Context: an optimization exercise on an open-source flow, tuned for small area. The choices shown serve that exercise and are no tape-out recipe. The RTL was checked by simulation tests, not by an equivalence proof against the original design. In runs 4 to 6 the design's own scripts or RTL, not TritonCTS, make the clock network. The flow treats the clock pin as an ideal source. Dropping or thinning the clock tree relies on that and would not hold on a real chip. Power figures rest on the tool's default switching activity, not on a simulated workload.

==> flow/design.v <==
module hbridgecontroller(
input PCLK,
input PRESERN,
input PSEL,
input PENABLE,
output wire PREADY,
output wire PSLVERR,
input PWRITE,
input [31:0] PADDR,
input wire [31:0] PWDATA,
output wire [31:0] PRDATA,
output reg motor1_pwm,
output reg motor2_pwm,
output wire [1:0] motor1_ctrl,
output wire [1:0] motor2_ctrl
);
assign PSLVERR = 1'b0;
assign PREADY = 1'b1;
wire mapped = ~|PADDR[15:4] & ~|PADDR[1:0];
wire wr = PSEL & PENABLE & PWRITE & mapped;
wire rd = PSEL & ~PWRITE & mapped;
wire [3:0] wsel = {4{wr}} & {PADDR[3] & PADDR[2], PADDR[3] & ~PADDR[2],
                             ~PADDR[3] & PADDR[2], ~PADDR[3] & ~PADDR[2]};
reg [8:0] q;
reg [9:0] r;
reg [8:0] m1, m2;
reg [1:0] k1, k2;
reg rev1, rev2;
reg rdata;
assign PRDATA = {31'b0, rdata};
assign motor1_ctrl = {~rev1, rev1};
assign motor2_ctrl = {~rev2, rev2};
wire [15:0] P = PWDATA[15:0];
wire [6:0] H = P[15:9];
wire h0   = (H == 7'd0);
wire h41  = (H == 7'd41);
wire h42  = (H == 7'd42);
wire h83  = (H == 7'd83);
wire h84  = (H == 7'd84);
wire h125 = (H == 7'd125);
wire h126 = (H == 7'd126);
wire ka = h41 | h42 | h125 | h126;       
wire kb = h83 | h84 | h125 | h126;       
wire lo = h41 | h83 | h125;              
wire [6:0] B = {kb & ka, kb & ~ka, ka | kb, ka ^ kb, ka, kb, ka};
wire [9:0] ac;
wire [8:0] mw;
assign ac[0] = 1'b0;
genvar i;
generate
    for (i = 0; i < 9; i = i + 1) begin : add29
        if (i < 7) begin : fa
            assign mw[i] = P[i] ^ B[i] ^ ac[i];
            assign ac[i+1] = (P[i] & B[i]) | (P[i] & ac[i]) | (B[i] & ac[i]);
        end else begin : ha
            assign mw[i] = P[i] ^ ac[i];
            assign ac[i+1] = P[i] & ac[i];
        end
    end
endgenerate
wire valid = (h0 & (~mw[8] | ~|mw[7:0])) |
             ((ka | kb) & ~(lo ^ ac[9]) & ~mw[8]);
wire lowd = ~|mw[8:4] | (h0 & (mw == 9'd16));
wire keep = valid & ~lowd & PRESERN;
wire [8:0] mst = {(~valid | mw[8]) & PRESERN, mw[7:0] & {8{keep}}};
wire [1:0] kst = {kb, ka} & {2{keep}};
wire ld1 = ~PRESERN | wsel[2];
wire ld2 = ~PRESERN | wsel[3];
wire ovf = (r[9:1] == 9'b110000110) & (r[0] | q[0] | q[1]);
wire wrap = q[8] & r[0];                 
wire restart = ~PRESERN | wrap;
wire clr = restart | ovf;
wire [10:0] rc;
wire [9:0] rinc;
wire [9:0] qc;
wire [8:0] qinc;
assign rc[0] = 1'b1;
assign qc[0] = ovf;
generate
    for (i = 0; i < 10; i = i + 1) begin : rincr
        assign rinc[i] = r[i] ^ rc[i];
        assign rc[i+1] = r[i] & rc[i];
    end
    for (i = 0; i < 9; i = i + 1) begin : qincr
        assign qinc[i] = q[i] ^ qc[i];
        assign qc[i+1] = q[i] & qc[i];
    end
endgenerate
wire [9:0] rn = {rinc[9:1] & {9{~clr}}, (rinc[0] & ~clr) | restart};
wire [8:0] qn = qinc & {9{~restart}};
wire rl0 = ~qn[0] & ~qn[1];                  
wire rl1 = ~(qn[0] ^ qn[1]);                 
wire rl2 = ~(qn[0] & ~qn[1]);                
wire e0 = ~|rn & rl0;                        
wire e1 = ~|rn[9:7];                         
wire e2 = ~rn[9] & ~rn[8] & ~(&rn[7:0] & ~rl2);                  
wire e3 = ~rn[9] & ~(rn[8] & rn[7]) & ~(rn[8] & &rn[6:0] & ~rl1);  
function cmp(input [8:0] m, input [1:0] k, input [3:0] e, input [8:0] qv);
    integer j;
    reg b;
    begin
        b = e[k];
        for (j = 0; j < 9; j = j + 1)
            b = (~qv[j] & m[j]) | (~qv[j] & b) | (m[j] & b);
        cmp = b;
    end
endfunction
always @(posedge PCLK) begin
    q <= qn;
    r <= rn;
    motor1_pwm <= cmp(m1, k1, {e3, e2, e1, e0}, qn);
    motor2_pwm <= cmp(m2, k2, {e3, e2, e1, e0}, qn);
    if (ld1) begin m1 <= mst; k1 <= kst; end
    if (ld2) begin m2 <= mst; k2 <= kst; end
    if (~PRESERN | wsel[0]) rev1 <= PRESERN & |PWDATA;
    if (~PRESERN | wsel[1]) rev2 <= PRESERN & |PWDATA;
    if (rd)
        case (PADDR[3:2])
            2'd0: rdata <= ~rev1;
            2'd1: rdata <= ~rev2;
            2'd2: rdata <= m1[8];
            2'd3: rdata <= m2[8];
        endcase
end
endmodule
==> flow/run.sh <==
#!/bin/bash
# synth_recipe.tcl (not shown) runs the flow's synth.tcl, then flattens the netlist and writes it again
# the make line also repeats each setting of config.mk as NAME=value (left out here)
make -C /OpenROAD-flow-scripts/flow DESIGN_CONFIG=/design/flow/config.mk WORK_HOME=/design/flow/orfs CLKGATE_MAP_FILE= SYNTH_SCRIPT=/design/flow/synth_recipe.tcl finish
==> flow/config.mk <==
export PLATFORM = sky130hd
export DESIGN_NAME = hbridgecontroller
export DESIGN_NICKNAME = hbridgecontroller
export VERILOG_FILES = /design/flow/design.v
export SDC_FILE = /design/flow/constraint.sdc
export NUM_CORES = 4
export LEC_CHECK = 0
export ABC_AREA = 1
export CAP_MARGIN = 20
export CORE_MARGIN = 2
export CORE_UTILIZATION = 40
export SLEW_MARGIN = 20
==> flow/constraint.sdc <==
create_clock -name core_clock -period 30.0 [get_ports {PCLK}]
set_input_delay 6.0000 -clock core_clock [delete_from_list [all_inputs] [get_ports {PCLK}]]
set_output_delay 6.0000 -clock core_clock [all_outputs]
set_load 0.01 [all_outputs]
==> run summary, run 1 <==
status=finished clean; final setup vio count=0; Bufs on Longest Clock Path=2; Worst Clk Skew=0.003719 ns; htree depth=2; Worst path slowest cell=clkdlybuf4s50_1; Power Internal=0.0001041 W; hold path start=q[8]; Hold Crit Depth=2; Synth cell types=36; DIE AREA=8550 um2; diode count=0; CP Data Required Time=30.12 ns; Final Cycle Share=34.95%; Synth warnings=1; row cnt=32; hold crit path type=reg2reg; Comb power frac=15.7%; Syn Area/Cell=8.415 um2; fin. max-slew vios=0; Seq/Total Area, Yosys=37.41%; layout cell share with drive strength beyond 1=6.452%; CTS tree=yes; Starting Density=40.94%; CTS Buf Count=5; CP delay by family, top=adder cells; fin nets=532; Worst path max stage delay=0.50 ns; DR DRC count=0; Worst Setup Path Type=in2reg; leakage power=1.835 nW; Final Hold Vio Count=0; crit-path most repeated cell=fa_1; clk root buf=clkbuf_8; peak supply drop=0.02034 mV; final setup TNS=0 ns; Buf/Inv on CP=3; Vias/cell=4.545; FILL cells=736; post-synthesis cell area=3131 um2; Area Growth Syn to Fin=21.26%; WP data arrival=10.60 ns; Startpoint Class=input port; Die Y=92.47 um; io pins=109; Global Route Usage Sum=13.84%; number of global-route vias before repair=2362; worst-skew pair later-pin latency=0.29 ns; Final Util=49.64%; top sig layer=met4; Setup crit end kind=register; sequential share of power=51.9%; min cycle time layout=10.48 ns; fraction of registers with async set/reset=0%; r2r setup slk=26.85 ns; Routed WL=5.617 mm; CTS-repair resized insts=0; Top FF cell, synth=edfxtp_1; largest net degree at the start of global routing=20; top-area cell type share of the netlist area=23.98%; wire length per cell after detailed routing=10.48 um; # hold bufs at CTS=0; chip width=92.47 um; routability congestion estimate=0.8630; switch share=23.15%; Power per Cell Area=35.68 nW/um2; largest fanout on the critical path=10; Max Cap Viol=0; Post-synth EDFFs=25; remaining antenna violation count after routing=0; Max Fclk=95.38 MHz; post-synth top area cell=edfxtp_1; RSZ-0062 raised after global routing=no; core area=7647 um2; met3 wire len=270 um; first-pass GRT wire length=9.687 mm; Post-DP HPWL=4.785 mm; Reg clk slew, reported paths=0.08 ns; clk sink count=46; met1 wire length=2.458 mm; reg2reg start=r[0]; setup bufs post-CTS=0; Yosys reg bits=46; Crit Reg-Reg Endpoint=motor2_pwm; clock power share=32.4%; Pre-Repair DR Iteration Count=4; initial antenna violation count=0; global route total overflow=0; worst path cell trace=clkdlybuf4s50_1 -> nand2_1 -> nor2_1 -> a22oi_1 -> nor2_1 -> ha_1 -> inv_1 -> fa_1 -> fa_1 -> fa_1 -> inv_1 -> fa_1 -> fa_1 -> fa_1 -> ha_1 -> nor3_1 -> nand2_1 -> nor2_1 -> nor2_1 -> o32ai_1 -> nand3_1 -> nor2_1; DR iter-0 viols=79; Mapped Cells=372; detailed-route via count=2436; switching pwr=0.00003136 W; IO buf count=59; met2 WL=2.780 mm; Synth area leaders=edfxtp_1 24%, dfxtp_1 13%, ha_1 9.6%, buf_4 8.6%, inv_1 8.0%; FF-to-FF path depth=24; WHS Endpoint=q[8]
==> sequential cells by signal, summed over array words and instances (netlist names) <==
register and count:
rev2 1, q 9, m2 9, motor2_pwm 1, rdata 1, r 10
rev1 1, k2 2, m1 9, motor1_pwm 1, k1 2
==> metal layers <==
metal  vias to the layer above  GRT usage [%]
met5                         -              0
met2                        63          25.30
met1                      1081          16.08
met4                         0          4.478
li1                       1284              -
met3                         8          2.848
==> cell families after synthesis <==
kind of cell               share of synthesized area, %
xor gates and xnor gates                         0.8395
adders and majority gates                         13.43
buffers and inverters                             18.23
and+or+nand+nor                                   21.54
AOI/OAI and AO/OA                                 8.313
other                                            0.2399
DFF                                               37.41
==> power by group through the flow <==
stage	Clock (W)	Combinational, W	Sequential (W)
4_1_cts	0.0000453	0.0000215	0.0000703
5_1_grt	0.0000483	0.0000240	0.0000707
3_3_place_gp	0	0.0000212	0.0000718
6_report	0.0000438	0.0000213	0.0000703
3_5_place_dp	0	0.0000214	0.0000718
2_1_floorplan	0	0.0000143	0.0000713
==> placed cells by master, fill, tap and decap left out, drive strengths merged, types with 2 or more instances in the layout <==
cell type / n
clkbuf: 5
clkdlybuf4s50: 59
o22ai: 8
nand4: 9
inv: 72
a21oi: 5
fa: 6
xor2: 2
nand3: 24
dfxtp: 21
edfxtp: 25
a22oi: 2
o211ai: 2
clkinv: 3
nand3b: 3
nor4: 8
conb: 33
o21ai: 3
ha: 24
nor2: 36
a22o: 8
o31ai: 4
nand2: 52
nor3: 7
buf: 2
or2: 4
==> cell type report <==
cell class              count  area, um2  share of cell area [%]
clock buffers               5      68.82                   1.813
clock inverters             3      40.04                   1.055
inverters                  74      277.8                   7.317
multi-input cells         245       1505                   39.65
flip-flops and latches     46       1171                   30.85
well taps                 102      127.6                   3.362
repair buffers             61      605.6                   15.95
==> Yosys cell counts (all sizes together), types with 4 or more instances <==
library cell / number
inv: 72
nand2: 52
buf: 38
nor2: 36
edfxtp: 25
ha: 24
nand3: 24
dfxtp: 21
nand4: 9
a22o: 8
nor4: 8
o22ai: 8
nor3: 7
fa: 6
a21oi: 5
o31ai: 4
or2: 4
==> worst max path at each step <==
stage,start,to,cells past startpoint
after global placement,PWDATA[15],k1[0],22
final,PWDATA[15],k1[0],22
after CTS,PWDATA[14],k1[0],22
after global routing,PWDATA[13],k2[0],22
after detailed placement,PWDATA[14],k1[0],22
after floorplan,PWDATA[15],k1[0],21
==> metrics by stage <==
step                      cells  hold slack (ns)  total power, W  setup WS [ns]  cell area (um2)
after floorplan             403           0.4634      0.00008566          20.17             3247
final                       536           0.5125       0.0001355          19.52             3796
after global routing        536           0.5320       0.0001430          19.01             3796
after global placement      528           0.4751      0.00009299          19.24             3687
after CTS                   536           0.5168       0.0001371          19.47             3796
after detailed placement    528           0.5052      0.00009316          19.19             3687
==> worst min-delay path, cell delays in order (launching register included) <==
cell     delay [ns]
dfxtp_1        0.32
nand2_1        0.06
a21oi_1        0.08
==> run 2, diff against run 1 <==
==> flow/flow/run.sh (new file) <==
#!/bin/bash
# Own layout flow: the standard flow (standard.sh) with
#  - ABC's area-oriented mapper (&nf) in synthesis instead of ORFS's delay-oriented one;
#    everything before ABC, including flip-flop mapping, is the standard flow's synthesis unchanged,
#  - the smallest buffer (buf_1) for the port buffers,
#  - one tie cell per constant instead of one per constant output.
# Each tool's output goes to a log of its own in this folder.
set -euo pipefail
W=$PWD
F=$W/flow
# synthesis: synth_recipe.tcl with ORFS's abc call pointed at flow/abc_area.script
{
  head -n 1 synth_recipe.tcl
  cat <<TCL
proc abc {args} {
  set i [lsearch -exact \$args -script]
  if {\$i >= 0} { lset args [expr {\$i + 1}] $F/abc_area.script }
  yosys abc {*}\$args
}
TCL
  tail -n +2 synth_recipe.tcl
} > flow_synth.tcl
sed "s#SYNTH_SCRIPT=[^ ]*synth_recipe.tcl#SYNTH_SCRIPT=$W/flow_synth.tcl#" standard.sh > flow_standard.sh
grep -q "SYNTH_SCRIPT=$W/flow_synth.tcl" flow_standard.sh
export BUFFER_PORTS_ARGS="-buffer_cell sky130_fd_sc_hd__buf_1"
export SKIP_REPAIR_TIE_FANOUT=1
bash flow_standard.sh synth > synth.log 2>&1
bash flow_standard.sh > layout.log 2>&1
==> flow/flow/abc_area.script (new file) <==
strash
&get -n
&st
&b
&syn3
&dch -f
&nf -a -p -F 10 -A 10 -R 1000
&put
topo
==> flow/standard.sh (new file) <==
#!/bin/bash
# synth_recipe.tcl (not shown) runs the flow's synth.tcl, then flattens the netlist and writes it again
# the make line also repeats each setting of config.mk as NAME=value (left out here)
make -C /OpenROAD-flow-scripts/flow DESIGN_CONFIG=/design/flow/config.mk WORK_HOME=/design/flow/orfs CLKGATE_MAP_FILE= SYNTH_SCRIPT=/design/flow/synth_recipe.tcl "${@:-finish}"
removed: flow/run.sh
==> run 2 against run 1 <==
Compared with the run above:
- count of clock-buffer cells in the layout stayed put
- critical endpoint is now m2[7]
- synthesized cell count is 27% lower
- power is 11% lower
- synthesized area is 11% lower
- combinational power is 31% lower
- largest power group unchanged
- non-clock buffer count is 1 higher
==> run summary, run 2 <==
largest fanout on the critical path=10 (unchanged); switch share=24.42% (+1.3 points); Max Fclk=97.06 MHz (+1.8%); Worst path max stage delay=0.43 ns (-0.07 ns); status=finished clean; Placed Cells=377 (-29%); remaining antenna violation count after routing=0 (unchanged); final setup TNS=0 ns (unchanged); Yosys reg bits=46 (unchanged); hold slack=0.5540 ns (+0.04153 ns); Worst Setup Path Type=in2reg; Reg clk slew, reported paths=0.08 ns (about the same); htree depth=2 (unchanged); Area Growth Syn to Fin=5.705%; Synth warnings=1 (unchanged); diode count=0 (unchanged); worst path cell trace=buf_1 -> or3_1 -> a221o_1 -> clkinv_1 -> ha_1 -> clkinv_1 -> fa_1 -> fa_1 -> fa_1 -> clkinv_1 -> fa_1 -> fa_1 -> fa_1 -> ha_1 -> nor3_1 -> a21oi_1 -> o32ai_1 -> nand3_1 -> nor2b_1; Vias/cell=4.860 (+6.9%); sequential share of power=58.5% (+6.6 points); Comb power frac=12.3% (-3.4 points); Starting Density=41.22% (+0.29 points); CTS tree=yes; Syn Area/Cell=10.28 um2 (+22%); global route total overflow=0 (unchanged); fin. max-slew vios=0 (unchanged); hold path start=m1[7]; DIE AREA=7647 um2 (-11%); core area=6756 um2 (-12%); Bufs on Longest Clock Path=2 (unchanged); Global Route Usage Sum=12.36% (-1.5 points); post-synth top area cell=edfxtp_1; Pre-Repair DR Iteration Count=6 (+2); Post-synth EDFFs=25 (unchanged); Final Hold Vio Count=0 (unchanged); fraction of registers with async set/reset=0% (unchanged); final setup vio count=0 (unchanged); # hold bufs at CTS=0 (unchanged); first-pass GRT wire length=7.389 mm (-24%); top-area cell type share of the netlist area=26.95% (+3.0 points); fin nets=403 (-24%); hold crit path type=reg2reg; CTS Buf Count=5 (unchanged); worst-skew pair later-pin latency=0.29 ns (about the same); Max Cap Viol=0 (unchanged); wire length per cell after detailed routing=11.73 um (+12%); Seq/Total Area, Yosys=42.05% (+4.6 points); Power Internal=0.00009071 W (-13%); min cycle time layout=10.30 ns (-0.1821 ns); Top FF cell, synth=edfxtp_1; CTS-repair resized insts=0 (unchanged); reg2reg start=r[0]; WP data arrival=10.43 ns (-0.17 ns); Crit Reg-Reg Endpoint=motor2_pwm; Worst path slowest cell=fa_1; Mapped Cells=271 (-27%); chip width=87.45 um (-5.4%); crit-path most repeated cell=fa_1; Synth cell types=44 (+22%); CP Data Required Time=30.12 ns (about the same); largest net degree at the start of global routing=33 (+65%); initial antenna violation count=0 (unchanged); RSZ-0062 raised after global routing=no; post-route cell area=2944 um2 (-22%); leakage power=1.113 nW (-39%); FILL cells=658 (-11%); io pins=109 (unchanged); Startpoint Class=input port; clk root buf=clkbuf_8; most common cell in the netlist=buf_4; commonest non-fill, non-tap cell in the layout=buf_1; detailed-route via count=1871 (-23%); r2r setup slk=24.89 ns (-1.96 ns); placed inst area=2859 um2 (-22%); Post-DP HPWL=3.716 mm (-22%); clk sink count=46 (unchanged); Worst Clk Skew=0.007459 ns (+0.003741 ns); FF-to-FF path depth=23 (-4.2%); Power per Cell Area=40.77 nW/um2 (+14%); Largest Register=r; setup bufs post-CTS=0 (unchanged); peak supply drop=0.01562 mV (-23%); Final Cycle Share=34.34% (-0.61 points); IO buf count=59 (unchanged); layout cell share with drive strength beyond 1=3.607% (-2.8 points); clock power share=29.2% (-3.2 points); switching pwr=0.00002932 W (-6.5%); WHS Endpoint=motor1_pwm; post-synthesis cell area=2785 um2 (-11%); Setup crit start=PWDATA[11]; routability congestion estimate=0.7852 (-9.0%); Synth area leaders=edfxtp_1 27%, dfxtp_1 15%, ha_1 11%, buf_4 9.7%, fa_1 4.3%; Setup crit end kind=register; Hold Crit Depth=2 (unchanged); Routed WL=4.515 mm (-20%); Die Y=87.45 um (-5.4%); max FFs per register=10 (unchanged); number of global-route vias before repair=1718 (-27%); fin cells=385 (-28%); DR DRC count=0 (unchanged); Synth top cells by count=36 x buf_4, 25 x edfxtp_1, 24 x ha_1; most frequent cells in the layout=59 x buf_1, 25 x edfxtp_1, 24 x ha_1; row cnt=30 (-6.3%); DR iter-0 viols=38 (-52%)
[run 2: cell count changes after synthesis, sizes merged, moves of 3 or more]
cell / before / now
or2: 4 / 1
clkinv: 2 / 22
a221o: 0 / 3
inv: 72 / 0
nor2b: 0 / 13
o31ai: 4 / 0
nand3: 24 / 5
nand2: 52 / 18
nor2: 36 / 17
o22ai: 8 / 3
maj3: 0 / 5
nand4: 9 / 3
a22o: 8 / 0
o21ai: 3 / 12
[run 2: worst max path at each step]
stage	to	slack [ns]
floorplan	m1[0]	19.87
CTS	m2[7]	19.65
finish	m2[7]	19.70
detailed placement	m1[7]	19.35
global placement	m1[7]	19.39
global route	m2[7]	19.32
[run 2: power by group through the flow]
stage | Sequential (W) | Clock, W | Combinational, W
floorplan | 0.0000713 | 0 | 0.0000127
global placement | 0.0000717 | 0 | 0.0000147
detailed placement | 0.0000718 | 0 | 0.0000148
CTS | 0.0000703 | 0.0000368 | 0.0000149
global route | 0.0000706 | 0.0000393 | 0.0000171
finish | 0.0000703 | 0.0000350 | 0.0000147
[run 2: worst max-delay path: cells and delay by family]
family | cells | cell delay (ns)
AND/OR/NAND/NOR | 4 | 1.23
buffers and inverters | 4 | 0.35
AO/OA/AOI/OAI | 3 | 0.67
adder cells (fa/ha/maj) | 8 | 2.19
[run 2: layer usage]
layer  GRT usage (%)  wire (um)  vias up
li1                -          -      998
met1           16.55       2156      834
met2           19.28       2114       37
met3           3.128        194        2
met4           4.615         49        0
met5               0          0        -
[run 2: cell type report]
class | instances | area, um2 | share of cell area (%)
clock inverters | 3 | 16.27 | 0.5525
clock buffers | 5 | 68.82 | 2.337
repair buffers | 62 | 244.0 | 8.287
well taps | 80 | 100.1 | 3.400
inverters | 22 | 82.58 | 2.805
flip-flops and latches | 46 | 1171 | 39.78
multi-input cells | 167 | 1261 | 42.84
[run 2: cells by family after synthesis]
family	Yosys count	synth area share, %
muxes	3	1.527
xor gates and xnor gates	3	0.9436
and+or+nand+nor	85	16.13
other	2	0.2696
DFF	46	42.05
AOI/OAI and AO/OA	39	9.524
buffers and inverters	58	12.67
adders and majority gates	35	16.89
[run 2: through the flow]
stage                     util, %  setup WS, ns   power [W]
after floorplan                 -         19.87  0.00008400
after global placement      42.31         19.39  0.00008640
after detailed placement    42.31         19.35  0.00008659
after CTS                   43.57         19.65   0.0001220
after global routing        43.57         19.32   0.0001270
final                       43.57         19.70   0.0001200
==> run 3, diff against run 2 <==
==> flow/flow/run.sh (replaced) <==
#!/bin/bash
# Own layout flow: the standard flow (standard.sh) with
#  - synthesis as the standard flow's, except that ABC maps the logic with flow/abc_area.script
#    (AIG restructuring, then ABC's area-oriented mapper &nf) and adders are left to ABC
#    (ADDER_MAP_FILE empty) instead of ORFS's delay-oriented script; the flip-flops are
#    mapped before ABC runs, exactly as in the standard flow's synthesis,
#  - the smallest buffer (buf_1) for the port buffers,
#  - one tie cell per constant value instead of one per constant output.
# Each tool's output goes to a log of its own in this folder.
set -euo pipefail
W=$PWD
F=$W/flow
{
  head -n 1 synth_recipe.tcl
  cat <<TCL
proc abc {args} {
  set i [lsearch -exact \$args -script]
  if {\$i >= 0} { lset args [expr {\$i + 1}] $F/abc_area.script }
  yosys abc {*}\$args
}
TCL
  tail -n +2 synth_recipe.tcl
} > flow_synth.tcl
sed "s#SYNTH_SCRIPT=[^ ]*synth_recipe.tcl#SYNTH_SCRIPT=$W/flow_synth.tcl ADDER_MAP_FILE=#" standard.sh > flow_standard.sh
grep -q "SYNTH_SCRIPT=$W/flow_synth.tcl ADDER_MAP_FILE=" flow_standard.sh
export BUFFER_PORTS_ARGS="-buffer_cell sky130_fd_sc_hd__buf_1"
export SKIP_REPAIR_TIE_FANOUT=1
bash flow_standard.sh synth > synth.log 2>&1
bash flow_standard.sh > layout.log 2>&1
==> flow/flow/abc_area.script (replaced) <==
strash
&get -n
&st
&deepsyn -T 60
&dch -f
&nf -a -p -F 10 -A 10 -R 1000
&put
topo
==> run 3 against run 2 <==
Compared with the run above:
- sequential power about the same
- power decreased by 1.7%
- first-iteration DRC count increased by 100%
- sequential cell count unchanged
- clock skew about the same
- non-clock buffer count decreased by 1
==> run summary, run 3 <==
Post-synth EDFFs=25 (unchanged); sequential share of power=59.5% (+1.0 points); Synth warnings=1 (unchanged); Seq/Total Area, Yosys=44.68% (+2.6 points); FF-to-FF path depth=16 (-30%); largest fanout on the critical path=7 (-3); Largest Register=r; setup bufs post-CTS=0 (unchanged); Global Route Usage Sum=13.07% (+0.70 points); Top FF cell, synth=edfxtp_1; status=finished clean; worst-skew pair later-pin latency=0.29 ns (about the same); RSZ-0062 raised after global routing=no; Worst path max stage delay=0.38 ns (-0.05 ns); Worst path slowest cell=maj3_1; CTS Buf Count=5 (unchanged); Final Util=43.61% (about the same); Pwr Total=0.0001180 W (-1.7%); Setup crit end kind=register; FF+latch area=1171 um2 (unchanged); final setup vio count=0 (unchanged); wire length per cell after detailed routing=11.94 um (+1.8%); area occupied by multi-input gates=1116 um2 (-12%); fin cells=392 (+1.8%); Synth area leaders=edfxtp_1 29%, dfxtp_1 16%, buf_4 10%, nor2_1 4.3%, maj3_1 3.8%; global route total overflow=0 (unchanged); Worst Clk Skew=0.007873 ns (+0.0004137 ns); Final Hold Vio Count=0 (unchanged); commonest non-fill, non-tap cell in the layout=buf_1; switching pwr=0.00002847 W (-2.9%); top-area cell type share of the netlist area=28.64% (+1.7 points); initial antenna violation count=0 (unchanged); # hold bufs at CTS=0 (unchanged); Vias/cell=5.010 (+3.1%); Final Cycle Share=32.93% (-1.4 points); largest net degree at the start of global routing=33 (unchanged); post-synthesis cell area=2621 um2 (-5.9%); Bufs on Longest Clock Path=2 (unchanged); Die Y=84.95 um (-2.9%); Reg clk slew, reported paths=0.08 ns (about the same); Mapped Cells=282 (+4.1%); Worst Setup Path Type=in2reg; Power per Cell Area=42.62 nW/um2 (+4.5%); worst path cell trace=buf_1 -> nor2_1 -> nor2_1 -> o21a_1 -> and2_0 -> maj3_1 -> xnor2_1 -> mux2i_1 -> maj3_1 -> nand2_1 -> o21a_1 -> maj3_1 -> clkinv_1 -> nor2_1 -> o21ai_0 -> nand2_1 -> o21ai_0 -> o21ai_0 -> nand2b_1 -> o21bai_1 -> nor3_1; chip width=84.95 um (-2.9%); clock power share=29.9% (+0.7 points); Area Growth Syn to Fin=5.633% (about the same); WP data arrival=9.98 ns (-0.45 ns); layout cell share with drive strength beyond 1=3.175% (-0.43 points); diode count=0 (unchanged); most frequent cells in the layout=59 x buf_1, 30 x nor2_1, 25 x edfxtp_1; Startpoint Class=input port; row cnt=29 (-3.3%); final setup TNS=0 ns (unchanged); DIE AREA=7217 um2 (-5.6%); remaining antenna violation count after routing=0 (unchanged); peak supply drop=0.01944 mV (+24%); Syn Area/Cell=9.295 um2 (-9.6%); Worst-Margin Slew=0.5408 ns; detailed-route via count=1964 (+5.0%); core area=6350 um2 (-6.0%); switch share=24.13% (-0.29 points); number of global-route vias before repair=1818 (+5.8%); post-synth top area cell=edfxtp_1; io pins=109 (unchanged); max FFs per register=10 (unchanged); htree depth=2 (unchanged); Hold Crit Depth=1 (-1); most common cell in the netlist=buf_4; Placed Cells=384 (+1.9%); fin nets=383 (-5.0%); clk sink count=46 (unchanged); hold slack=0.5574 ns (+0.003392 ns); fraction of registers with async set/reset=0% (unchanged); IO buf count=59 (unchanged); CTS tree=yes; min cycle time layout=9.878 ns (-0.4251 ns); Routed WL=4.681 mm (+3.7%); Rel. slew slack=63.57%; Max Fclk=101.2 MHz (+4.3%); hold crit path type=reg2reg; clk root buf=clkbuf_8; Max Cap Viol=0 (unchanged); DR DRC count=0 (unchanged); Post-DP HPWL=3.773 mm (+1.6%); fin. max-slew vios=0 (unchanged); Synth top cells by count=36 x buf_4, 30 x nor2_1, 25 x edfxtp_1; Yosys reg bits=46 (unchanged); Pre-Repair DR Iteration Count=4 (-2); Synth cell types=40 (-9.1%); Starting Density=41.28% (+0.059 points); leakage power=0.8940 nW (-20%); Power Internal=0.00008954 W (-1.3%); routability congestion estimate=0.7984 (+1.7%); FILL cells=611 (-7.1%); CP Data Required Time=30.11 ns (about the same); CTS-repair resized insts=0 (unchanged); DR iter-0 viols=77 (+100%); Comb power frac=10.6% (-1.7 points); first-pass GRT wire length=7.741 mm (+4.8%)
run 3: cell type report:
type / instances / area share (%)
repair buffers: 61 / 8.540
inverters: 17 / 2.305
well taps: 77 / 3.479
flip-flops and latches: 46 / 42.30
clock buffers: 5 / 2.485
clock inverters: 3 / 0.5874
multi-input cells: 183 / 40.31
run 3: kinds of logic (layout without fill, tap and decap cells):
kind of cell | after synthesis | after routing | share of synthesized area [%]
and+or+nand+nor | 103 | 103 | 19.62
buffers and inverters | 53 | 86 | 12.74
AOI/OAI and AO/OA | 50 | 50 | 12.27
DFF | 46 | 46 | 44.68
xor gates and xnor gates | 16 | 16 | 5.346
adders and majority gates | 10 | 10 | 3.819
other | 2 | 2 | 0.2865
muxes | 2 | 2 | 1.241
run 3: path summary, 6_finish.rpt:
kind,slack [ns],start,to
max,20.12,PWDATA[9],m1[0]
max reg2reg,25.69,r[0],motor1_pwm
min reg2reg,0.56,m1[8],motor1_pwm
min,0.56,m1[8],motor1_pwm
run 3: power groups by stage:
stage                     registers [W]  clock network [W]  logic [W]
after floorplan               0.0000712                  0  0.0000114
after global placement        0.0000717                  0  0.0000124
after detailed placement      0.0000717                  0  0.0000126
after CTS                     0.0000702          0.0000370  0.0000126
after global routing          0.0000705          0.0000396  0.0000142
final                         0.0000702          0.0000352  0.0000126
run 3: metal layers:
layer	wire [um]	track usage (%)
met1	2086	16.25
met2	2315	22.37
met3	217	2.724
met4	62	4.762
met5	0	0
run 3: per-stage QoR:
stage	area, um2	worst slack [ns]
2_1_floorplan	2621	20.43
3_3_place_gp	2684	19.89
3_5_place_dp	2684	19.81
4_1_cts	2769	20.10
5_1_grt	2769	19.62
6_report	2769	20.12
run 3: worst max-delay path: cells and delay by family:
family                   cells  cell delay [ns]
AND/OR/NAND/NOR              8             1.20
buffers and inverters        2             0.18
AO/OA/AOI/OAI                6             1.09
multiplexers                 1             0.30
XOR/XNOR                     1             0.25
adder cells (fa/ha/maj)      3             0.94
==> run 4, diff against run 3 <==
--- a/flow/design.v
+++ b/flow/design.v
@@ -32,15 +32,6 @@
 assign motor2_ctrl = {~rev2, rev2};
 wire [15:0] P = PWDATA[15:0];
-wire [6:0] H = P[15:9];
-wire h0   = (H == 7'd0);
-wire h41  = (H == 7'd41);
-wire h42  = (H == 7'd42);
-wire h83  = (H == 7'd83);
-wire h84  = (H == 7'd84);
-wire h125 = (H == 7'd125);
-wire h126 = (H == 7'd126);
-wire ka = h41 | h42 | h125 | h126;       
-wire kb = h83 | h84 | h125 | h126;       
-wire lo = h41 | h83 | h125;              
+wire ka = P[14];
+wire kb = P[15];
 wire [6:0] B = {kb & ka, kb & ~ka, ka | kb, ka ^ kb, ka, kb, ka};
 wire [9:0] ac;
@@ -59,6 +50,10 @@
     end
 endgenerate
+wire [4:0] H = P[13:9];
+wire [4:0] L = {kb, ka, ka & kb, kb & ~ka, ka | kb};           
+wire [4:0] L1 = {kb, ka, kb, ka, 1'b0};                      
+wire h0 = ~ka & ~kb & ~|H;
 wire valid = (h0 & (~mw[8] | ~|mw[7:0])) |
-             ((ka | kb) & ~(lo ^ ac[9]) & ~mw[8]);
+             ((ka | kb) & (ac[9] ? (H == L) : ((H == L1) & ~mw[8])));
 wire lowd = ~|mw[8:4] | (h0 & (mw == 9'd16));
 wire keep = valid & ~lowd & PRESERN;
==> flow/flow/run.sh (replaced) <==
#!/bin/bash
# Own layout flow: the standard flow (standard.sh) with
#  - synthesis as the standard flow's, except that ABC maps the logic with flow/abc_area.script
#    (AIG restructuring, then ABC's area-oriented mapper &nf) and adders are left to ABC
#    (ADDER_MAP_FILE empty) instead of ORFS's delay-oriented script; the flip-flops are
#    mapped before ABC runs, exactly as in the standard flow's synthesis. Synthesis runs four times,
#    with four seeds for ABC's restructuring, and the layout uses the smallest result,
#  - the smallest buffer (buf_1) for the port buffers,
#  - one tie cell per constant value instead of one per constant output,
#  - in place of ORFS's clock tree, three clkbuf_8 buffers driven by the clock port, each driving
#    a group of nearby flip-flops (flow/clock_buffers.tcl, run before CTS's step).
# Each tool's output goes to a log of its own in this folder.
set -euo pipefail
W=$PWD
F=$W/flow
sed "s#SYNTH_SCRIPT=[^ ]*synth_recipe.tcl#SYNTH_SCRIPT=$W/flow_synth.tcl ADDER_MAP_FILE=#" standard.sh > flow_standard.sh
grep -q "SYNTH_SCRIPT=$W/flow_synth.tcl ADDER_MAP_FILE=" flow_standard.sh
export BUFFER_PORTS_ARGS="-buffer_cell sky130_fd_sc_hd__buf_1"
export SKIP_REPAIR_TIE_FANOUT=1
export PRE_CTS_TCL=$F/clock_buffers.tcl
export FLOW_CLOCK_BUFFER=sky130_fd_sc_hd__clkbuf_8
export FLOW_CLOCK_GROUPS=3

synth_variant() {
  local s=$1
  sed "s/&deepsyn -T 60/&deepsyn -T 60 -S $s/" $F/abc_area.script > $W/abc_s$s.script
  {
    head -n 1 synth_recipe.tcl
    cat <<TCL
proc abc {args} {
  set i [lsearch -exact \$args -script]
  if {\$i >= 0} { lset args [expr {\$i + 1}] $W/abc_s$s.script }
  yosys abc {*}\$args
}
TCL
    tail -n +2 synth_recipe.tcl
  } > $W/flow_synth_s$s.tcl
  sed "s#WORK_HOME=[^ ]*#WORK_HOME=$W/orfs_s$s#; s#SYNTH_SCRIPT=$W/flow_synth.tcl#SYNTH_SCRIPT=$W/flow_synth_s$s.tcl#" \
    flow_standard.sh > $W/flow_standard_s$s.sh
  bash $W/flow_standard_s$s.sh synth > $W/synth_s$s.log 2>&1
}
SEEDS="1 2 3 4"
for s in $SEEDS; do synth_variant $s & done
wait
best=""
best_area=""
for s in $SEEDS; do
  f=$W/orfs_s$s/reports/sky130hd/hbridgecontroller/base/synth_stat.txt
  [[ -f $f ]] || continue
  a=$(awk '/Chip area for module/ {print $NF}' $f)
  echo "seed $s: synthesis area $a" | tee -a $W/synth_choice.log
  if [[ -z $best ]] || awk "BEGIN {exit !($a < $best_area)}"; then best=$s; best_area=$a; fi
done
[[ -n $best ]]
echo "using seed $best" | tee -a $W/synth_choice.log
cp $W/abc_s$best.script $W/abc_chosen.script
cp $W/flow_synth_s$best.tcl $W/flow_synth.tcl
rm -rf $W/orfs
mv $W/orfs_s$best $W/orfs
bash flow_standard.sh > layout.log 2>&1
==> flow/flow/clock_buffers.tcl (new file) <==
# A few clock buffers, each at the centre of a group of flip-flops and driven by the clock
# port, drive the flip-flops' clock pins: they replace ORFS's clock tree, which is more than
# this design's few flip-flops need. FLOW_CLOCK_BUFFER names the buffer, FLOW_CLOCK_GROUPS
# the number of groups (k-means on the flip-flops' positions).
set cts_block [ord::get_db_block]
set cts_port_net [[$cts_block findBTerm PCLK] getNet]
set cts_master [[ord::get_db] findMaster $::env(FLOW_CLOCK_BUFFER)]
set cts_k $::env(FLOW_CLOCK_GROUPS)
set cts_sinks {}
foreach cts_it [$cts_port_net getITerms] {
  set cts_loc [[$cts_it getInst] getLocation]
  lappend cts_sinks [list $cts_it [lindex $cts_loc 0] [lindex $cts_loc 1]]
}
set cts_sinks [lsort -integer -index 1 $cts_sinks]
set cts_n [llength $cts_sinks]
# start: k groups along x, then Lloyd iterations
set cts_cx {}
set cts_cy {}
for {set g 0} {$g < $cts_k} {incr g} {
  set s [lindex $cts_sinks [expr {int(($g + 0.5) * $cts_n / $cts_k)}]]
  lappend cts_cx [lindex $s 1]
  lappend cts_cy [lindex $s 2]
}
for {set iter 0} {$iter < 50} {incr iter} {
  set cts_grp {}
  foreach s $cts_sinks {
    set best 0
    set bd 1e30
    for {set g 0} {$g < $cts_k} {incr g} {
      set d [expr {abs([lindex $s 1] - [lindex $cts_cx $g]) + abs([lindex $s 2] - [lindex $cts_cy $g])}]
      if {$d < $bd} { set bd $d; set best $g }
    }
    lappend cts_grp $best
  }
  for {set g 0} {$g < $cts_k} {incr g} {
    set sx 0; set sy 0; set c 0
    foreach s $cts_sinks gi $cts_grp {
      if {$gi == $g} { set sx [expr {$sx + [lindex $s 1]}]; set sy [expr {$sy + [lindex $s 2]}]; incr c }
    }
    if {$c > 0} {
      lset cts_cx $g [expr {$sx / $c}]
      lset cts_cy $g [expr {$sy / $c}]
    }
  }
}
for {set g 0} {$g < $cts_k} {incr g} {
  set buf [odb::dbInst_create $cts_block $cts_master clkbuf_${g}_PCLK]
  set net [odb::dbNet_create $cts_block clknet_${g}_PCLK]
  $net setSigType CLOCK
  set c 0
  foreach s $cts_sinks gi $cts_grp {
    if {$gi == $g} {
      set it [lindex $s 0]
      $it disconnect
      $it connect $net
      incr c
    }
  }
  [$buf findITerm A] connect $cts_port_net
  [$buf findITerm X] connect $net
  $buf setLocation [lindex $cts_cx $g] [lindex $cts_cy $g]
  $buf setPlacementStatus PLACED
  puts "clock buffer $g ($::env(FLOW_CLOCK_BUFFER)) drives $c clock pins"
}
proc clock_tree_synthesis {args} {
  set_propagated_clock [all_clocks]
}
==> run 4 against run 3 <==
Compared with the run above:
- still clean on timing, DRC and antenna
- register-to-register slack improved by 0.18 ns
- sequential power about the same
- synthesized area shrank 2.2%
- maximum frequency up 2.6%
- final area decreased by 3.7%
- cell count down 1.3%
- global-route usage shrank 1.1 points
- largest cell class unchanged
- highest routed layer unchanged
==> run summary, run 4 <==
status=finished clean; hold path start=r[3]; DR iter-0 viols=81 (+5.2%); Post-synth EDFFs=25 (unchanged); Setup crit start=PRESERN; max FFs per register=10 (unchanged); routability congestion estimate=0.7559 (-5.3%); io pins=109 (unchanged); worst-skew pair later-pin latency=0.16 ns (-0.13 ns); global route total overflow=0 (unchanged); Area Growth Syn to Fin=4.053%; first-pass GRT wire length=7.458 mm (-3.7%); Synth cell types=39 (-2.5%); Max Cap Viol=0 (unchanged); WP data arrival=9.63 ns (-0.35 ns); Die Y=84.04 um (-1.1%); setup bufs post-CTS=0 (unchanged); Reg clk slew, reported paths=0.10 ns (+0.02 ns); Startpoint Class=input port; Largest Register=r; Max Fclk=103.9 MHz (+2.6%); Yosys reg bits=46 (unchanged); DR DRC count=0 (unchanged); number of global-route vias before repair=1749 (-3.8%); Vias/cell=5.088 (+1.5%); placed inst area=2625 um2 (-2.2%); most frequent cells in the layout=59 x buf_1, 29 x nor2_1, 25 x edfxtp_1; Final Hold Vio Count=0 (unchanged); Worst-Margin Slew=0.5475 ns (+0.006668 ns); Synth warnings=1 (unchanged); IO buf count=59 (unchanged); FILL cells=627 (+2.6%); commonest non-fill, non-tap cell in the layout=buf_1; most common cell in the netlist=buf_4; RSZ-0062 raised after global routing=no; DIE AREA=7063 um2 (-2.1%); Routed WL=4.489 mm (-4.1%); Pre-Repair DR Iteration Count=4 (unchanged); Rel. slew slack=62.56% (-1.0 points); Global Route Usage Sum=12.02% (-1.1 points); Setup crit end kind=register; Power per Cell Area=40.36 nW/um2 (-5.3%); post-route cell area=2666 um2 (-3.7%); post-synthesis cell area=2562 um2 (-2.2%); min cycle time layout=9.623 ns (-0.2548 ns); post-synth top area cell=edfxtp_1; peak supply drop=0.01794 mV (-7.7%); Worst Setup Path Type=in2reg; top-area cell type share of the netlist area=29.30% (+0.66 points); Syn Area/Cell=9.087 um2 (-2.2%); wire length per cell after detailed routing=11.60 um (-2.9%); hold slack=0.5146 ns (-0.04277 ns); Final Cycle Share=32.08% (-0.85 points); leakage power=0.8705 nW (-2.6%); chip width=84.04 um (-1.1%); layout cell share with drive strength beyond 1=1.935% (-1.2 points); final setup TNS=0 ns (unchanged); largest fanout on the critical path=10 (+3); Worst Clk Skew=0.03592 ns (+0.02805 ns); Mapped Cells=282 (unchanged); Top FF cell, synth=edfxtp_1; initial antenna violation count=0 (unchanged); detailed-route via count=1969 (+0.25%); reg2reg start=r[0]; diode count=0 (unchanged); remaining antenna violation count after routing=0 (unchanged); hold crit path type=reg2reg; Synth top cells by count=36 x buf_4, 29 x nor2_1, 25 x edfxtp_1; Seq/Total Area, Yosys=45.70% (+1.0 points); # hold bufs at CTS=0 (unchanged); final setup vio count=0 (unchanged); CTS-repair resized insts=0 (unchanged); CP Data Required Time=30.01 ns (-0.10 ns); fin. max-slew vios=0 (unchanged); row cnt=29 (unchanged); fraction of registers with async set/reset=0% (unchanged); Post-DP HPWL=3.614 mm (-4.2%); largest net degree at the start of global routing=33 (unchanged); Synth area leaders=edfxtp_1 29%, dfxtp_1 16%, buf_4 11%, nor2_1 4.2%, o21ai_0 3.9%; fin nets=381 (-0.52%); core area=6277 um2 (-1.1%); Starting Density=40.82% (-0.46 points)
[run 4: changes by cell type in the layout (fill, tap and decap cells not counted), moves of 5 or more]
cell	delta
a21oi_1	+6
xor2_1	-5
or3_1	+5
nor2b_1	+5
maj3_1	-8
o21ai_0	+5
[run 4: per-layer routing]
layer | part of all wire, % | wire length (um) | vias to the layer above | GRT usage (%)
met1 | 48 | 2140 | 879 | 16.20
met5 | 0 | 0 | - | 0
met2 | 47 | 2094 | 53 | 21.43
met3 | 4.5 | 203 | 3 | 1.286
met4 | 1.1 | 50 | 0 | 1.320
li1 | - | - | 1034 | -
[run 4: through the flow]
| stage | cells | setup slack, ns | utilization [%] | total power [W] |
|---|---|---|---|---|
| 6_report | 387 | 20.38 | 42.48 | 0.0001076 |
| 5_1_grt | 387 | 19.93 | 42.48 | 0.0001131 |
| 4_1_cts | 387 | 20.35 | 42.48 | 0.0001088 |
| 3_5_place_dp | 384 | 20.20 | 41.82 | 0.00008576 |
| 3_3_place_gp | 384 | 20.20 | 41.82 | 0.00008556 |
| 2_1_floorplan | 282 | 21.17 | - | 0.00008384 |
[run 4: logic make-up (layout without fill, tap and decap cells)]
| logic type | count (synthesis) | in the layout | share of synthesized area (%) |
|---|---|---|---|
| flip-flops | 46 | 46 | 45.70 |
| AND/OR/NAND/NOR | 103 | 103 | 20.51 |
| XOR/XNOR | 10 | 10 | 3.418 |
| adder cells (fa/ha/maj) | 2 | 2 | 0.7813 |
| AO/OA/AOI/OAI | 63 | 63 | 14.84 |
| other | 2 | 2 | 0.2931 |
| buffers and inverters | 54 | 82 | 13.18 |
| multiplexers | 2 | 2 | 1.269 |
[run 4: report_power, final]
part,switching (W),internal (W)
registers,0.00000160,0.0000689
clock network,0.0000142,0.00000922
logic,0.00000826,0.00000548
total,0.0000240,0.0000836
[run 4: worst max-delay path, stage by stage]
cell and delay (ns):
buf_1 0.29, nand2_1 0.27, or2_0 0.43, or3_1 0.43, a2111oi_0 0.44, o21ai_0 0.14
and2_0 0.20, o211ai_1 0.10, a21oi_1 0.09, a221oi_1 0.21, o21ai_0 0.13, o21ai_0 0.09
a21oi_1 0.10, a221oi_1 0.21, o21ai_0 0.14, maj3_1 0.35
[run 4: cell type report]
type                       count  area (um2)  share of cell area, %
timing repair buffer          61       236.5                  8.869
multi-input combinational    182        1054                  39.51
sequential                    46        1171                  43.92
buffer                         3       41.29                  1.549
tap                           77       96.34                  3.613
inverter                      18       67.56                  2.534
[run 4: worst paths after layout]
path              slack, ns         end  depth (start not counted)
hold reg to reg        0.51        r[3]                          2
setup reg to reg      25.87  motor2_pwm                         16
setup / recovery      20.38  motor2_pwm                         16
hold / removal         0.51        r[3]                          2
==> run 5, diff against run 4 <==
--- a/flow/design.v
+++ b/flow/design.v
@@ -22,5 +22,5 @@
 wire [3:0] wsel = {4{wr}} & {PADDR[3] & PADDR[2], PADDR[3] & ~PADDR[2],
                              ~PADDR[3] & PADDR[2], ~PADDR[3] & ~PADDR[2]};
-reg [8:0] q;
+reg [7:0] q;
 reg [9:0] r;
 reg [8:0] m1, m2;
@@ -57,17 +57,19 @@
              ((ka | kb) & (ac[9] ? (H == L) : ((H == L1) & ~mw[8])));
 wire lowd = ~|mw[8:4] | (h0 & (mw == 9'd16));
-wire keep = valid & ~lowd & PRESERN;
-wire [8:0] mst = {(~valid | mw[8]) & PRESERN, mw[7:0] & {8{keep}}};
-wire [1:0] kst = {kb, ka} & {2{keep}};
+wire zero = valid & lowd;
+wire [8:0] mst = {(~valid | mw[8]) & PRESERN, mw[7:5] & {3{PRESERN}},
+                  mw[4:0] & {5{~zero & PRESERN}}};
+wire [1:0] kst = {kb, ka} & {2{~zero & PRESERN}};
 wire ld1 = ~PRESERN | wsel[2];
 wire ld2 = ~PRESERN | wsel[3];
-wire ovf = (r[9:1] == 9'b110000110) & (r[0] | q[0] | q[1]);
-wire wrap = q[8] & r[0];                 
+wire q255 = &q;
+wire ovf = (r[9:1] == 9'b110000110) & (r[0] | q[0] | q[1]) & ~q255;
+wire wrap = r[9] & r[8] & r[3] & r[2] & r[1];    
 wire restart = ~PRESERN | wrap;
 wire clr = restart | ovf;
 wire [10:0] rc;
 wire [9:0] rinc;
-wire [9:0] qc;
-wire [8:0] qinc;
+wire [8:0] qc;
+wire [7:0] qinc;
 assign rc[0] = 1'b1;
 assign qc[0] = ovf;
@@ -77,5 +79,5 @@
         assign rc[i+1] = r[i] & rc[i];
     end
-    for (i = 0; i < 9; i = i + 1) begin : qincr
+    for (i = 0; i < 8; i = i + 1) begin : qincr
         assign qinc[i] = q[i] ^ qc[i];
         assign qc[i+1] = q[i] & qc[i];
@@ -83,5 +85,6 @@
 endgenerate
 wire [9:0] rn = {rinc[9:1] & {9{~clr}}, (rinc[0] & ~clr) | restart};
-wire [8:0] qn = qinc & {9{~restart}};
+wire [7:0] qn = qinc & {8{~restart}};
+wire last = rn[9] & rn[8] & rn[3] & rn[2] & rn[1];   
 wire rl0 = ~qn[0] & ~qn[1];                  
 wire rl1 = ~(qn[0] ^ qn[1]);                 
@@ -91,12 +94,12 @@
 wire e2 = ~rn[9] & ~rn[8] & ~(&rn[7:0] & ~rl2);                  
 wire e3 = ~rn[9] & ~(rn[8] & rn[7]) & ~(rn[8] & &rn[6:0] & ~rl1);  
-function cmp(input [8:0] m, input [1:0] k, input [3:0] e, input [8:0] qv);
+function cmp(input [8:0] m, input [1:0] k, input [3:0] e, input [7:0] qv, input lst);
     integer j;
     reg b;
     begin
         b = e[k];
-        for (j = 0; j < 9; j = j + 1)
+        for (j = 0; j < 8; j = j + 1)
             b = (~qv[j] & m[j]) | (~qv[j] & b) | (m[j] & b);
-        cmp = b;
+        cmp = b | (m[8] & ~lst);
     end
 endfunction
@@ -104,6 +107,6 @@
     q <= qn;
     r <= rn;
-    motor1_pwm <= cmp(m1, k1, {e3, e2, e1, e0}, qn);
-    motor2_pwm <= cmp(m2, k2, {e3, e2, e1, e0}, qn);
+    motor1_pwm <= cmp(m1, k1, {e3, e2, e1, e0}, qn, last);
+    motor2_pwm <= cmp(m2, k2, {e3, e2, e1, e0}, qn, last);
     if (ld1) begin m1 <= mst; k1 <= kst; end
     if (ld2) begin m2 <= mst; k2 <= kst; end
==> run 5 against run 4 <==
Compared with the run above:
- critical path depth fell by 2
- wire length grew 2.8%
- critical endpoint is now rev1
- combinational power up 9%
- utilization up 0.90 points
- maximum frequency fell by 0.12%
- largest cell class unchanged
- critical path type unchanged
==> run summary, run 5 <==
status=finished clean; fin. max-slew vios=0 (unchanged); Rel. slew slack=44.43% (-18 points); Routed WL=4.614 mm (+2.8%); Setup crit end kind=register; worst-skew pair later-pin latency=0.15 ns (about the same); largest fanout on the critical path=8 (-2); hold crit path type=reg2reg; Synth area leaders=edfxtp_1 30%, dfxtp_1 16%, buf_4 11%, a21oi_1 4.6%, o21ai_0 4.4%; initial antenna violation count=0 (unchanged); FF-to-FF path depth=17 (+1); max FFs per register=10 (unchanged); chip width=83.02 um (-1.2%); most common cell in the netlist=buf_4; Vias/cell=5.143 (+1.1%); Starting Density=41.69% (+0.87 points); core area=5991 um2 (-4.6%); Die Y=83.02 um (-1.2%); Post-synth EDFFs=25 (unchanged); top-area cell type share of the netlist area=30.06% (+0.76 points); worst path cell trace=buf_1 -> xor2_1 -> and3_1 -> nor3_1 -> nand3_1 -> a21oi_1 -> nor2_1 -> a21oi_1 -> xnor2_1 -> a22o_1 -> xor2_1 -> or4_1 -> o21ai_0 -> nand2_1; Mapped Cells=274 (-2.8%); Global Route Usage Sum=12.92% (+0.90 points); Synth warnings=1 (unchanged); biggest regs=r (10), m1 (9), m2 (9); Final Util=43.38% (+0.90 points); Post-DP HPWL=3.730 mm (+3.2%); Area Growth Syn to Fin=4.058% (about the same); RSZ-0062 raised after global routing=no; Worst path slowest cell=o21ai_0; peak supply drop=0.02278 mV (+27%); CTS-repair resized insts=0 (unchanged); Final Hold Vio Count=0 (unchanged); wire length per cell after detailed routing=12.24 um (+5.5%); diode count=0 (unchanged); CP delay by family, top=simple AND/OR/NAND/NOR gates; Hold Crit Depth=2 (unchanged); DR iter-0 viols=70 (-14%); setup bufs post-CTS=0 (unchanged); remaining antenna violation count after routing=0 (unchanged); row cnt=28 (-3.4%); global route total overflow=0 (unchanged); fraction of registers with async set/reset=0% (unchanged); FILL cells=589 (-6.1%); Final Cycle Share=32.11% (+0.037 points); DIE AREA=6891 um2 (-2.4%); post-synthesis cell area=2497 um2 (-2.5%); routability congestion estimate=0.7951 (+5.2%); Power per Cell Area=41.96 nW/um2 (+4.0%); Worst Setup Path Type=in2reg; post-synth top area cell=edfxtp_1; io pins=109 (unchanged); Startpoint Class=input port; number of global-route vias before repair=1808 (+3.4%); Worst path max stage delay=0.67 ns (+0.23 ns); final setup TNS=0 ns (unchanged); Largest Register=r; most frequent cells in the layout=59 x buf_1, 25 x edfxtp_1, 24 x nor2_1; Reg clk slew, reported paths=0.09 ns (about the same); detailed-route via count=1939 (-1.5%); CP Data Required Time=29.86 ns (-0.15 ns); commonest non-fill, non-tap cell in the layout=buf_1; layout cell share with drive strength beyond 1=1.987% (+0.051 points); min cycle time layout=9.634 ns (+0.01110 ns); Top FF cell, synth=edfxtp_1; Max Fclk=103.8 MHz (-0.12%); DR DRC count=0 (unchanged); placed inst area=2557 um2 (-2.6%); IO buf count=59 (unchanged); final setup vio count=0 (unchanged); cell count along the critical path=14 (-2); first-pass GRT wire length=7.831 mm (+5.0%); WP data arrival=9.50 ns (-0.13 ns); post-route cell area=2599 um2 (-2.5%); Synth top cells by count=36 x buf_4, 25 x edfxtp_1, 24 x nor2_1; Yosys reg bits=45 (-2.2%); Worst Clk Skew=0.01628 ns (-0.01964 ns); Max Cap Viol=0 (unchanged); Worst-Margin Slew=0.8249 ns (+0.2774 ns); Buf/Inv on CP=1 (unchanged); # hold bufs at CTS=0 (unchanged); leakage power=0.8553 nW (-1.7%); Seq/Total Area, Yosys=46.09% (+0.39 points); Syn Area/Cell=9.115 um2 (+0.31%); Synth cell types=41 (+5.1%); fin nets=373 (-2.1%); Pre-Repair DR Iteration Count=4 (unchanged); largest net degree at the start of global routing=33 (unchanged)
==> run 5: where the power goes <==
part	leakage, nW	switching (W)	internal, W
combinational	0.431	0.00000918	0.00000569
clock	0.0216	0.0000136	0.00000921
sequential	0.403	0.00000213	0.0000692
==> run 5: per-layer routing <==
layer  global-route usage (%)  wire length (um)
met1                    17.43              2177
met2                    22.95              2137
met3                   0.9940               217
met4                    2.235                82
met5                        0                 0
==> run 5: per-stage QoR <==
stage	total power (W)	setup WS, ns	hold WS, ns	std cells
after global placement	0.00008743	20.12	0.4745	374
after detailed placement	0.00008769	20.15	0.4756	374
after floorplan	0.00008510	20.98	0.4451	274
final	0.0001091	20.37	0.4986	377
after global routing	0.0001154	20.00	0.5262	377
after CTS	0.0001103	20.32	0.4997	377
==> run 5: area by class of cell <==
cell class,count,area [um2],area share [%]
multi-input combinational,177,1016,39.09
buffer,3,41.29,1.589
inverter,16,60.06,2.311
tap,75,93.84,3.611
sequential,45,1151,44.29
timing repair buffer,61,236.5,9.100
==> run 5: final timing paths <==
| kind | startpoint | end | slack (ns) |
|---|---|---|---|
| worst max-delay path | PWDATA[15] | rev1 | 20.37 |
| worst min-delay path | r[9] | r[9] | 0.50 |
| worst max register to register | r[4] | motor2_pwm | 26.15 |
| worst min register to register | r[9] | r[9] | 0.50 |
==> run 5: logic make-up after synthesis <==
group / share of synthesized area (%)
AO/OA/AOI/OAI: 16.58
XOR/XNOR: 4.559
buffers and inverters: 13.23
flip-flops: 46.09
multiplexers: 0.9017
other: 0.3007
AND/OR/NAND/NOR: 18.34
==> run 5: worst min-delay path, stage by stage, from the launching register on <==
cell     delay [ns]
dfxtp_1        0.34
a21oi_1        0.05
nor2_1         0.07
==> run 6, diff against run 5 <==
--- a/flow/flow/run.sh
+++ b/flow/flow/run.sh
@@ -4,6 +4,8 @@
 #    (AIG restructuring, then ABC's area-oriented mapper &nf) and adders are left to ABC
 #    (ADDER_MAP_FILE empty) instead of ORFS's delay-oriented script; the flip-flops are
-#    mapped before ABC runs, exactly as in the standard flow's synthesis. Synthesis runs four times,
-#    with four seeds for ABC's restructuring, and the layout uses the smallest result,
+#    mapped before ABC runs, exactly as in the standard flow's synthesis. Synthesis runs eight times
+#    (four at a time), with eight seeds for ABC's restructuring, and the layout uses the
+#    smallest result; ABC does not use the _0 variants of cells whose _1 variant has the
+#    same area and drives more,
 #  - the smallest buffer (buf_1) for the port buffers,
 #  - one tie cell per constant value instead of one per constant output,
@@ -31,4 +33,5 @@
   set i [lsearch -exact \$args -script]
   if {\$i >= 0} { lset args [expr {\$i + 1}] $W/abc_s$s.script }
+  foreach c {o21ai_0 and2_0 or2_0 a21boi_0 o311ai_0} { lappend args -dont_use sky130_fd_sc_hd__\$c }
   yosys abc {*}\$args
 }
@@ -40,6 +43,8 @@
   bash $W/flow_standard_s$s.sh synth > $W/synth_s$s.log 2>&1
 }
-SEEDS="1 2 3 4"
-for s in $SEEDS; do synth_variant $s & done
+SEEDS="1 2 3 4 5 6 7 8"
+for s in 1 2 3 4; do synth_variant $s & done
+wait
+for s in 5 6 7 8; do synth_variant $s & done
 wait
 best=""
==> run 6 against run 5 <==
Compared with the run above:
- highest routed layer unchanged
- clock skew decreased by 0.0024 ns
- maximum frequency decreased by 0.32%
- critical path depth increased by 2
- critical endpoint is now m2[2]
- largest cell class unchanged
==> run summary, run 6 <==
status=finished clean; most common cell in the netlist=buf_4; chip width=82.90 um (-0.14%); Post-synth EDFFs=25 (unchanged); Synth top cells by count=36 x buf_4, 27 x nor2_1, 25 x edfxtp_1; Global Route Usage Sum=11.85% (-1.1 points); min cycle time layout=9.665 ns (+0.03090 ns); routability congestion estimate=0.7873 (-0.98%); Crit Reg-Reg Endpoint=motor1_pwm; CTS-repair resized insts=0 (unchanged); Yosys reg bits=45 (unchanged); Die Y=82.90 um (-0.14%); Synth warnings=1 (unchanged); clock power share=21.3% (+0.4 points); CP Data Required Time=29.89 ns (+0.03 ns); Final Hold Vio Count=0 (unchanged); fin nets=366 (-1.9%); Area Growth Syn to Fin=3.669%; io pins=109 (unchanged); commonest non-fill, non-tap cell in the layout=buf_1; Setup crit end kind=register; FF-to-FF path depth=16 (-1); first-pass GRT wire length=7.272 mm (-7.1%); diode count=0 (unchanged); sequential share of power=65.0% (-0.4 points); Max Fclk=103.5 MHz (-0.32%); WHS Endpoint=r[9]; final setup TNS=0 ns (unchanged); met3 wire len=280 um (+29%); Worst Setup Path Type=in2reg; Synth area leaders=edfxtp_1 30%, dfxtp_1 16%, buf_4 11%, nor2_1 4.1%, o21ai_1 3.4%; area occupied by multi-input gates=1016 um2 (unchanged); fraction of registers with async set/reset=0% (unchanged); r2r setup slk=26.11 ns (-0.04 ns); FF+latch area=1151 um2 (unchanged); WP data arrival=9.56 ns (+0.06 ns); Seq/Total Area, Yosys=46.23% (+0.14 points); Comb power frac=13.7% (about the same); peak supply drop=0.02354 mV (+3.3%); layout cell share with drive strength beyond 1=1.695% (-0.29 points); Worst-Margin Slew=0.9794 ns (+0.1545 ns); FILL cells=580 (-1.5%); DR iter-0 viols=46 (-34%); Startpoint Class=input port; Hold Crit Depth=2 (unchanged); post-synthesis cell area=2490 um2 (-0.30%); Starting Density=41.81% (+0.12 points); met1 wire length=2.078 mm (-4.5%); # hold bufs at CTS=0 (unchanged); Pre-Repair DR Iteration Count=4 (unchanged); biggest regs=r (10), m1 (9), m2 (9); Max Cap Viol=0 (unchanged); RSZ-0062 raised after global routing=no; post-synth top area cell=edfxtp_1; core area=5956 um2 (-0.58%); Routed WL=4.455 mm (-3.4%); hold crit path type=reg2reg; most frequent cells in the layout=59 x buf_1, 27 x nor2_1, 25 x edfxtp_1; Final Cycle Share=32.22% (+0.10 points); row cnt=28 (unchanged); DIE AREA=6872 um2 (-0.29%); largest fanout on the critical path=8 (unchanged); wire length per cell after detailed routing=12.04 um (-1.6%); switch share=23.60% (+0.74 points); DR DRC count=0 (unchanged); global route total overflow=0 (unchanged); hold path start=r[9]; Post-DP HPWL=3.559 mm (-4.6%); detailed-route via count=1895 (-2.3%); number of global-route vias before repair=1675 (-7.4%); switching pwr=0.00002642 W (+6.0%); Syn Area/Cell=9.291 um2 (+1.9%); Worst Clk Skew=0.01389 ns (-0.002391 ns); met2 WL=2.061 mm (-3.6%); setup bufs post-CTS=0 (unchanged); final setup vio count=0 (unchanged); IO buf count=59 (unchanged); Power Internal=0.00008555 W (+1.7%); worst-skew pair later-pin latency=0.16 ns (about the same); Power per Cell Area=43.38 nW/um2 (+3.4%); fin. max-slew vios=0 (unchanged); Synth cell types=40 (-2.4%); Top FF cell, synth=edfxtp_1; Vias/cell=5.122 (-0.42%); Pwr Total=0.0001120 W (+2.7%); reg2reg start=r[3]; max FFs per register=10 (unchanged); top sig layer=met4; Mapped Cells=268 (-2.2%); remaining antenna violation count after routing=0 (unchanged); leakage power=0.8481 nW (-0.85%); Rel. slew slack=34.27% (-10 points); largest net degree at the start of global routing=33 (unchanged); Reg clk slew, reported paths=0.10 ns (about the same); initial antenna violation count=0 (unchanged); top-area cell type share of the netlist area=30.15% (+0.091 points); Largest Register=r
==> run 6: worst max-delay path, stage by stage <==
cell and delay (ns):
buf_1 0.27, xor2_1 0.13, and3_1 0.22, nor3_1 0.30, clkinv_1 0.14, maj3_1 0.38
nor2_1 0.21, nor2_1 0.09, a21oi_1 0.21, a21oi_1 0.11, and2_1 0.19, o41ai_1 0.36
a21boi_1 0.15, nor4_1 0.47, clkbuf_2 0.25, a21oi_1 0.07
==> run 6: through the flow <==
step                setup WS [ns]  util (%)  instance area [um2]  cells  hold WS (ns)
floorplan                   20.54         -                 2490    268        0.4672
global placement            19.69     42.56                 2535    366        0.5112
detailed placement          19.67     42.56                 2535    366        0.5110
CTS                         19.83     43.26                 2576    369        0.5270
global route                19.88     43.34                 2581    370        0.5760
finish                      20.34     43.34                 2581    370        0.5268
==> run 6: kinds of logic (layout without fill, tap and decap cells) <==
group | Yosys count | after routing | share of synthesized area [%]
AOI/OAI and AO/OA | 63 | 63 | 16.03
xor gates and xnor gates | 11 | 11 | 3.869
adders and majority gates | 1 | 1 | 0.4020
buffers and inverters | 50 | 77 | 12.96
DFF | 45 | 45 | 46.23
muxes | 1 | 1 | 0.9045
other | 2 | 2 | 0.3016
and+or+nand+nor | 95 | 95 | 19.30
==> run 6: routing by layer <==
metal / vias up / track usage [%]
li1: 1006 / -
met1: 837 / 16.14
met2: 49 / 20.89
met3: 3 / 1.392
met4: 0 / 1.341
met5: - / 0
==> run 6: worst max-delay path by stage <==
stage / depth (start not counted) / end / slack, ns / from
3_3_place_gp: 15 / rev1 / 19.69 / PWDATA[15]
3_5_place_dp: 15 / rev1 / 19.67 / PWDATA[15]
2_1_floorplan: 14 / rev1 / 20.54 / PWDATA[15]
4_1_cts: 15 / rev1 / 19.83 / PWDATA[15]
6_report: 16 / m2[2] / 20.34 / PWDATA[15]
5_1_grt: 16 / m1[2] / 19.88 / PWDATA[15]
==> run 6: area by class of cell <==
class | count | share of cell area (%)
inverter | 14 | 2.036
buffer | 3 | 1.600
multi-input combinational | 173 | 39.36
timing repair buffer | 60 | 8.774
sequential | 45 | 44.60
tap | 75 | 3.635
==> run 6: power groups by stage <==
stage	logic, W	registers, W	clock network (W)
2_1_floorplan	0.0000137	0.0000734	0
3_3_place_gp	0.0000151	0.0000742	0
3_5_place_dp	0.0000154	0.0000742	0
4_1_cts	0.0000154	0.0000728	0.0000250
5_1_grt	0.0000174	0.0000733	0.0000273
6_report	0.0000153	0.0000728	0.0000239

==> what the ideal ports hide <==
In the flow no input, the clock included, has a driving cell. The finished layouts below were timed again as built, in two steps.
Step 1 sets driving cells, clkbuf_16 on the clock port and buf_2 on the other inputs (assumed; they add their load-dependent delay and slew).
Step 2, shift: input delay + t, output delay - t, t = (earliest + latest rising clock arrival at the registers) / 2. This alone moves slack from input paths to output paths.
Three values: ideal, step 1, step 2; two values: the first two.
run | t, ns | setup slack, ns | worst setup path after step 2 | cell pins on the clock port's net
run 1 | 0.319 | 19.515 / 19.519 / 19.201 | input to register | 1
run 2 | 0.313 | 19.697 / 19.706 / 19.393 | input to register | 1
run 3 | 0.307 | 20.122 / 20.129 / 19.821 | input to register | 1
run 4 | 0.187 | 20.377 / 20.397 / 20.210 | input to register | 3
run 5 | 0.191 | 20.366 / 20.390 / 20.199 | input to register | 3
run 6 | 0.198 | 20.335 / 20.360 / 20.162 | input to register | 3
After both steps every run listed still meets setup and hold. For run 1, which loses most, drivers alone change the setup slack by +0.004 ns; drivers and shift together by -0.314 ns.
